Context: an optimization exercise on an open-source flow, tuned for small area. The choices shown serve that exercise and are no tape-out recipe.
The RTL was checked by simulation tests, not by an equivalence proof against the original design.
Power and IR drop assume default switching activity.

==> flow/design.v <==
module MIPSProcessor (
    input    wire               clk, rst,
    output   wire    [31:0]     imem_addr,
    input    wire    [31:0]     imem_rdata,
    output   wire    [31:0]     dmem_addr,
    output   wire    [31:0]     dmem_wdata,
    output   wire               dmem_we,
    input    wire    [31:0]     dmem_rdata
);
reg  [4:0] phase;
reg        clr;         
reg        pidx;        
wire       last;
wire p0  = (phase == 5'd0);
wire p31 = (phase == 5'd31);
always @(posedge clk or negedge rst) begin
    if (!rst) begin
        phase <= 5'd0;
        clr   <= 1'b1;
        pidx  <= 1'b0;
    end else begin
        phase <= phase + 5'd1;
        if (p31) begin
            clr  <= 1'b0;
            pidx <= ~(clr | last);
        end
    end
end
wire [31:0] I   = imem_rdata;
wire [5:0]  op  = I[31:26];
wire [5:0]  fn  = I[5:0];
wire [4:0]  rs  = I[25:21];
wire [4:0]  rt  = I[20:16];
wire [4:0]  rd  = I[15:11];
wire isR    = (op == 6'b000000);
wire isMul  = isR & (fn == 6'b011100);
wire isSlt  = isR & (fn == 6'b101010);
wire isSub  = isR & (fn == 6'b100010);
wire isAddi = (op == 6'b001000);
wire isLw   = (op == 6'b100011);
wire isSw   = (op == 6'b101011);
wire isBeq  = (op == 6'b000100);
wire isJ    = (op == 6'b000010);
reg  [31:2] pc;
reg  [31:0] addr;       
reg  [31:0] wd;         
reg         ncarry;     
reg         acarry;     
reg         eqf;        
reg  [15:0] mb;         
reg  [4:0]  mc;         
wire [31:0] f0;         
assign f0[0] = 1'b0;
wire        rsbit = f0[rs];
wire        rtbit = f0[rt];
wire        wr;
wire [4:0]  wa;
wire        wbit;
genvar r;
generate
    for (r = 1; r < 32; r = r + 1) begin : g_reg
        reg [31:0] q;
        wire sel = clr | (wr & (wa == r));
        always @(posedge clk)
            q <= {sel ? wbit : q[0], q[31:1]};
        assign f0[r] = q[0];
    end
endgenerate
wire [31:0] I26     = {6'b0, I[25:0]};
wire        ibit    = I26[phase];
wire        immbit  = (phase <= 5'd15) ? ibit : I[15];
wire        offbit  = isJ ? ibit : immbit;
wire [31:0] pcs    = {2'b00, pc};
wire        usepc  = ~clr & ~isJ;
wire        offen  = ~clr & (isJ | (isBeq & pidx));
wire        na     = usepc & pcs[phase];
wire        nb     = offen & offbit;
wire        ncin   = p0 ? usepc : ncarry;
wire        nsum   = na ^ nb ^ ncin;
wire        useimm = isAddi | isLw | isSw;
wire        binv   = isSub | isSlt;
wire        aa     = rsbit;
wire        bb     = (useimm ? immbit : rtbit) ^ binv;
wire        acin   = p0 ? binv : acarry;
wire        asum   = aa ^ bb ^ acin;
wire        eqc    = (p0 | eqf) & ~(rsbit ^ rtbit);
wire [15:0] effb, tap;
genvar m;
generate
    for (m = 0; m < 16; m = m + 1) begin : g_mul
        assign effb[m] = (phase == {pidx, m[3:0]}) ? rtbit : mb[m];
        if (m == 0)
            assign tap[m] = pidx ? wd[16] : rsbit;
        else
            assign tap[m] = pidx ? wd[16-m] : wd[32-m];
    end
endgenerate
wire [15:0] pp   = effb & tap;
wire        macc = pidx & addr[0];
wire [4:0]  mci  = p0 ? 5'd0 : mc;
wire [1:0] f1  = pp[0]  + pp[1]  + pp[2];
wire [1:0] f2  = pp[3]  + pp[4]  + pp[5];
wire [1:0] f3  = pp[6]  + pp[7]  + pp[8];
wire [1:0] f4  = pp[9]  + pp[10] + pp[11];
wire [1:0] f5  = pp[12] + pp[13] + pp[14];
wire [1:0] f6  = pp[15] + macc   + mci[0];
wire [1:0] f7  = f1[0] + f2[0] + f3[0];
wire [1:0] f8  = f4[0] + f5[0] + f6[0];
wire [1:0] h1  = f7[0] + f8[0];                        
wire [1:0] f9  = f1[1] + f2[1] + f3[1];
wire [1:0] f10 = f4[1] + f5[1] + f6[1];
wire [1:0] f11 = f7[1] + f8[1] + h1[1];
wire [1:0] f12 = f9[0] + f10[0] + f11[0];
wire [1:0] h2  = f12[0] + mci[1];                      
wire [1:0] f13 = f9[1] + f10[1] + f11[1];
wire [1:0] f14 = f12[1] + h2[1] + mci[2];
wire [1:0] h3  = f13[0] + f14[0];                      
wire [1:0] f15 = f13[1] + f14[1] + h3[1];
wire [1:0] h4  = f15[0] + mci[3];                      
wire [1:0] f16 = f15[1] + h4[1] + mci[4];              
wire        msum = h1[0];
wire [4:0]  mcn  = {f16, h4[0], h3[0], h2[0]};
assign last = (isMul | isSlt | isLw | isSw) ? pidx :
              isBeq ? (pidx | ~eqc) :
              1'b1;
wire isAdd = isR & ~isMul & ~isSlt;
assign wr  = ~pidx & (isAdd | isAddi)
           |  pidx & (isSlt | isLw | isMul);
assign wa  = isR ? rd : rt;
assign wbit = clr   ? 1'b0 :
              isLw  ? (wd[0] | (p0 & dmem_rdata[0])) :
              isSlt ? (p0 & ~acarry) :
              isMul ? msum :
              asum;
wire ain = clr ? 1'b0 :
           (isMul & ~pidx) ? msum :
           ((isLw | isSw) & ~pidx) ? asum :
           nsum;
wire win = isMul ? (pidx ? wd[0] : rsbit) : (rtbit & ~isLw);
wire lwload = isLw & pidx & p0;
always @(posedge clk) begin
    addr   <= {ain, addr[31:1]};
    wd[31] <= win;
    wd[30:0] <= wd[31:1] | ({31{lwload}} & dmem_rdata[31:1]);
    ncarry <= (na & nb) | (na & ncin) | (nb & ncin);
    acarry <= (aa & bb) | (aa & acin) | (bb & acin);
    eqf    <= eqc;
    mb     <= p31 ? 16'd0 : effb;
    mc     <= mcn;
    if (p31 & (clr | last))
        pc <= addr[30:1];
end
assign imem_addr  = {pc, 2'b00};
assign dmem_addr  = addr;
assign dmem_wdata = wd;
assign dmem_we    = isSw & pidx & p0 & ~clr;
endmodule
clock: 12.0 ns
lec_check: 0
cap_margin: 20
core_margin: 2
core_utilization: 65
place_density: 0.75
slew_margin: 20
standard.sh (not shown) runs the stock make flow with config.mk's settings and CLKGATE_MAP_FILE= SYNTH_SCRIPT=/design/flow/synth_recipe.tcl, a recipe that flattens the netlist after the stock synthesis.
==> flow/flow/run.sh <==
#!/bin/bash
set -e
cp standard.sh standard_sh.log
export BUFFER_PORTS_ARGS="-buffer_cell sky130_fd_sc_hd__buf_1"
export CTS_ARGS="-sink_clustering_enable -repair_clock_nets -dont_use_dummy_load -sink_clustering_size 30 -sink_clustering_max_diameter 60"
bash standard.sh > standard.log 2>&1
==> next run, changes <==
--- a/flow/design.v
+++ b/flow/design.v
@@ -87,9 +87,9 @@
 wire [15:0] effb, tap;
 genvar m;
 generate
     for (m = 0; m < 16; m = m + 1) begin : g_mul
-        assign effb[m] = (phase == {pidx, m[3:0]}) ? rtbit : mb[m];
+        assign effb[m] = mb[m] | ((phase == {pidx, m[3:0]}) & rtbit);
         if (m == 0)
             assign tap[m] = pidx ? wd[16] : rsbit;
         else
             assign tap[m] = pidx ? wd[16-m] : wd[32-m];
What happened: Non-clock buffer count increases by 2. Total power increases by 1.2%. Cell count decreases by 0.82%. Setup slack is better by 0.11 ns. Maximum frequency increases by 1.2%. Die area decreases by 0.98%.

static timing again, ports no longer ideal:
The flow's constraints put no driver on any port. The routed layouts listed below were extracted and timed again, unchanged, in two steps. Step 1: set_driving_cell puts a clkbuf_16 on clk and a buf_2 on each other input, an assumption about the parent block. Step 2, shift: input delay + t, output delay - t, t = (earliest + latest rising clock arrival at the registers) / 2. This alone moves slack from input paths to output paths. a / b / c = no drivers / after step 1 / after step 2; a / b = the first two.
run | t (ns) | setup slack, ns | slew at the worst register clock pin (ns) | pins driven straight from the clock port
the first run | 0.649 | 3.095 / 3.086 / 2.438 | 0.11 / 0.11 | 1
the second run | 0.639 | 3.203 / 3.181 / 2.542 | 0.11 / 0.11 | 1
After both steps every run listed still meets setup and hold. For the second run, which loses most, drivers alone change the setup slack by -0.022 ns; drivers and shift together by -0.661 ns.
